What follows belongs to an exercise in optimizing a design on an open flow for small area, a short achievable clock period and few clock cycles; a production flow would make more cautious choices.

==> v29: inputs <==
==> flow/design.v (excerpt) <==
module rle (
	clk,
	nreset,
	start,
	message_addr,
	message_size,
	rle_addr,
	rle_size,
	done,
        port_A_data_in,
        port_A_data_out,
        port_A_addr,
        port_A_we
	);
export LEC_CHECK = 0
export ABC_AREA = 1
export CAP_MARGIN = 5
export CORE_MARGIN = 2
export CORE_UTILIZATION = 60
export SETUP_SLACK_MARGIN = 2.2
export SLEW_MARGIN = 5
create_clock -name core_clock -period 5.0 [get_ports {clk}]
standard.sh (not shown) runs the stock make flow with config.mk's settings and CLKGATE_MAP_FILE= SYNTH_SCRIPT=/design/flow/synth_recipe.tcl, a recipe that flattens the netlist after the stock synthesis.
==> flow/flow/run.sh <==
#!/bin/bash
# The standard layout, with two changes:
# - every port is buffered by a plain buf_1 cell (the resizer may still size
#   it up) instead of the default delay buffer;
# - clock tree synthesis inserts no dummy loads.
set -euo pipefail
export BUFFER_PORTS_ARGS="-buffer_cell sky130_fd_sc_hd__buf_1"
export CTS_ARGS="-sink_clustering_enable -repair_clock_nets -dont_use_dummy_load -buf_list sky130_fd_sc_hd__clkbuf_8 -sink_clustering_size 20"
bash standard.sh > standard_flow.log 2>&1
==> inputs of v19, as changes to v29 <==
==> flow/design.v (replaced) <==
module rle (
	clk,
	nreset,
	start,
	message_addr,
	message_size,
	rle_addr,
	rle_size,
	done,
        port_A_data_in,
        port_A_data_out,
        port_A_addr,
        port_A_we
	);
input	clk;
input	nreset;
input	start;
input 	[31:0] message_addr;
input	[31:0] message_size;
input	[31:0] rle_addr;
input   [31:0] port_A_data_out;
output  [31:0] port_A_data_in;
output  [15:0] port_A_addr;
output  port_A_we;
output	[31:0] rle_size;
output	done;
reg        busy;       
reg        done_r;
reg        we;         
reg        dv;         
reg        lastw;      
reg        fl;         
reg        fls;        
reg [13:0] ra;         
reg [13:0] wa;         
reg [10:0] wleft;      
reg [1:0]  nvl;        
reg [7:0]  val;        
reg [7:0]  cnt;        
reg [13:0] np;         
reg [3:0]  kq;         
reg [4:0]  T;          
reg [15:0] q0, q1, q2, q3, q4;
wire [7:0] b0 = port_A_data_out[7:0];
wire [7:0] b1 = port_A_data_out[15:8];
wire [7:0] b2 = port_A_data_out[23:16];
wire [7:0] b3 = port_A_data_out[31:24];
assign port_A_we = we;
assign port_A_data_in = {q1, q0};
assign port_A_addr = ~busy ? {message_addr[15:2], 2'b00} :
                     we ? {wa, 2'b00} : {ra, 2'b00};
assign rle_size = {17'd0, np, 1'b0};    
assign done = done_r;
wire have = (cnt != 8'd0);
wire part = lastw & (nvl != 2'd0);      
wire v1 = ~part | (nvl[1]);             
wire v2 = ~part | (nvl == 2'd3);        
wire v3 = ~part;                        
wire x0 = (b0 == val);
wire x1 = (b1 == b0);
wire x2 = (b2 == b1);
wire x3 = (b3 == b2);
wire s0 = (cnt == 8'd255);
wire s1 = (cnt == 8'd254);
wire s2 = (cnt == 8'd253);
wire s3 = (cnt == 8'd252);
wire B0 = ~have | ~x0 | s0;
wire B1 = v1 & (~x1 | (x0 & s1));
wire B2 = v2 & (~x2 | (x0 & x1 & s2));
wire B3 = v3 & (~x3 | (x0 & x1 & x2 & s3));
wire E0 = have & (~x0 | s0);
wire E1 = B1;
wire E2 = B2;
wire E3 = B3;
wire ke1 = E0 | E1 | E2 | E3;
wire ke2 = (E0 & (E1 | E2 | E3)) | (E1 & (E2 | E3)) | (E2 & E3);
wire ke3 = (E0 & E1 & (E2 | E3)) | (E2 & E3 & (E0 | E1));
wire ke4 = E0 & E1 & E2 & E3;
wire [7:0] cp1 = cnt + 8'd1;
wire [7:0] cp2 = cnt + 8'd2;
wire [7:0] cp3 = cnt + 8'd3;
wire [15:0] N0 = E0 ? {val, cnt} : E1 ? {b0, cp1} : E2 ? {b1, cp2} : {b2, cp3};
wire n1a = E0 & E1;
wire n1b = E2 & (E0 ^ E1);
wire [1:0] n1c = n1a ? 2'd1 : n1b ? (E0 ? 2'd2 : 2'd1) : (E0 ? 2'd3 : E1 ? 2'd2 : 2'd1);
wire [15:0] N1 = {n1a ? b0 : n1b ? b1 : b2, 6'd0, n1c};
wire n2a = E0 & E1 & E2;
wire [1:0] n2c = n2a ? 2'd1 : (E2 ? 2'd1 : E1 ? 2'd2 : 2'd3);
wire [15:0] N2 = {n2a ? b1 : b2, 6'd0, n2c};
wire [15:0] N3 = {b2, 8'd1};
wire [2:0] nv = part ? {1'b0, nvl} : 3'd4;
wire [7:0] cnt_w = B3 ? 8'd1 : B2 ? {5'd0, nv - 3'd2} : B1 ? {5'd0, nv - 3'd1} :
                   B0 ? {5'd0, nv} : cnt + {5'd0, nv};
wire [7:0] val_w = ~v1 ? b0 : ~v2 ? b1 : ~v3 ? b2 : b3;
wire W1 = we ? T[2] : T[0];
wire W2 = we & T[3];
wire W3 = we & T[4];
wire room = ~W2;
wire fire = dv & room;                  
wire flush = fl & room;                 
wire ins = fire | flush;
wire sh = ins & W1;                     
wire k1 = flush | ke1;
wire k2 = ~flush & ke2;
wire k3 = ~flush & ke3;
wire k4 = ~flush & ke4;
wire [4:0] Tn = ~ins ? {2'b0, W3, W2, W1} :
                W1 ? {k4, k3, k2, k1, 1'b1} : {1'b0, k4, k3, k2, k1};
wire [15:0] M0 = fire ? N0 : {val, cnt};
wire [15:0] S0 = we ? q2 : q0;
wire [15:0] S1 = we ? q3 : q1;
wire [15:0] S2 = we ? q4 : q2;
always @(posedge clk) begin
    if (~nreset) begin
        busy <= 1'b0;
        done_r <= 1'b0;
        we <= 1'b0;
    end
    else if (~busy) begin
        if (start) begin
            busy <= 1'b1;
            done_r <= 1'b0;
            we <= 1'b0;
            dv <= 1'b1;
            fl <= 1'b0;
            fls <= 1'b0;
            ra <= message_addr[15:2] + 14'd1;
            wa <= rle_addr[15:2];
            wleft <= message_size[12:2] + {10'd0, |message_size[1:0]} - 11'd1;
            lastw <= (message_size[13:2] + {11'd0, |message_size[1:0]}) == 12'd1;
            nvl <= message_size[1:0];
            cnt <= 8'd0;
            np <= 14'd0;
            kq <= 4'd0;
            T <= 5'd0;
        end
    end
    else begin
        if (we) begin
            wa <= wa + 14'd1;
            if (fire) dv <= 1'b0;
        end
        else begin
            if (wleft != 11'd0) begin
                ra <= ra + 14'd1;
                wleft <= wleft - 11'd1;
                dv <= 1'b1;
                lastw <= (wleft == 11'd1);
            end
            else if (fire)
                dv <= 1'b0;
        end
        if (fire) begin
            val <= val_w;
            cnt <= cnt_w;
            if (lastw) fl <= 1'b1;
        end
        if (flush) begin
            fl <= 1'b0;
            fls <= 1'b1;
        end
        kq <= ins ? {k4, k3, k2, k1} : 4'd0;
        np <= np + {11'd0, kq[3], kq[1] & ~kq[3], (kq[0] & ~kq[1]) | (kq[2] & ~kq[3])};
        T <= Tn;
        if (ins) begin
            q0 <= sh ? S0 : M0;
            q1 <= sh ? M0 : N1;
            q2 <= sh ? N1 : N2;
            q3 <= sh ? N2 : N3;
            q4 <= N3;
        end
        else begin
            q0 <= S0;
            q1 <= S1;
            q2 <= S2;
            q3 <= we ? q4 : q3;
        end
        we <= Tn[1] | ((fls | flush) & Tn[0]);
        if (we & fls & ~W1) begin
            busy <= 1'b0;
            done_r <= 1'b1;
            we <= 1'b0;
        end
    end
end
endmodule
==> flow/run.sh (new file) <==
#!/bin/bash
# synth_recipe.tcl (not shown) runs the flow's synth.tcl, then flattens the netlist and writes it again
# the make line also repeats each setting of config.mk as NAME=value (left out here)
make -C /OpenROAD-flow-scripts/flow DESIGN_CONFIG=/design/flow/config.mk WORK_HOME=/design/flow/orfs CLKGATE_MAP_FILE= SYNTH_SCRIPT=/design/flow/synth_recipe.tcl finish
- ABC_AREA: 1 -> default
- CAP_MARGIN: 5 -> 20
- CORE_UTILIZATION: 60 -> 50
- SETUP_SLACK_MARGIN: 2.2 -> 2.0
- SLEW_MARGIN: 5 -> 20
removed: flow/flow/run.sh
removed: flow/standard.sh
==> key figures <==
Layout
  – FILL cells: 1308
  – Multi-input gate share of total cell area: 47.1%
  – Area grow syn2layout: 11.8%

Detailed routing
  – WL/cell: about 14 um
  – Vias: just over 8000

Run status
  – Outcome: no timing/DRC/antenna violations

Logic synthesis
  – Cells after Synth: 1223
  – Most common flop cell mapped by yosys: dfxtp_1

Floorplan
  – Initial core utilization: 61.9%
  – Die width: 127 um
The numbers above come from v29.

==> key figures <==
Layout
  – Multi-input gate share of total cell area: 44.6%
  – Area grow syn2layout: 38.6%
  – FILL cells: 1532

Logic synthesis
  – Most common flop cell mapped by yosys: edfxtp_1
  – Cells after Synth: 1078

Floorplan
  – Initial core utilization: slightly above 50%

Run status
  – Outcome: no timing/DRC/antenna violations

Detailed routing
  – Vias: 9413
  – WL/cell: 20.5 um
The numbers above come from v19.

No functional check of the RTL was part of any run of this note.

-- what the ideal ports hide --
In the flow no input, the clock included, has a driving cell. The finished layouts below were timed again as built, in two steps. Step 1 (the two cells are an assumption about what drives the block):
set clk [get_ports {clk}]
set_driving_cell -lib_cell sky130_fd_sc_hd__clkbuf_16 $clk
set_driving_cell -lib_cell sky130_fd_sc_hd__buf_2 [delete_from_list [all_inputs] $clk]
Step 2, shift: input delay + t, output delay - t, t = (earliest + latest rising clock arrival at the registers) / 2. This alone moves slack from input paths to output paths. Three values: no drivers, after step 1, after step 2; two values: the first two.
| run | t (ns) | slack for setup (ns) | latest minus earliest clock arrival (ns) |
|---|---|---|---|
| v29 | 0.476 | 2.326 / 2.299 / 1.863 | 0.030 / 0.030 |
| v19 | 0.471 | 1.536 / 1.536 / 1.068 | 0.012 / 0.012 |
After both steps every run listed still meets setup and hold. The setup slack of v19, which loses most, moves by 0.000 ns with the drivers and by -0.468 ns with both steps.
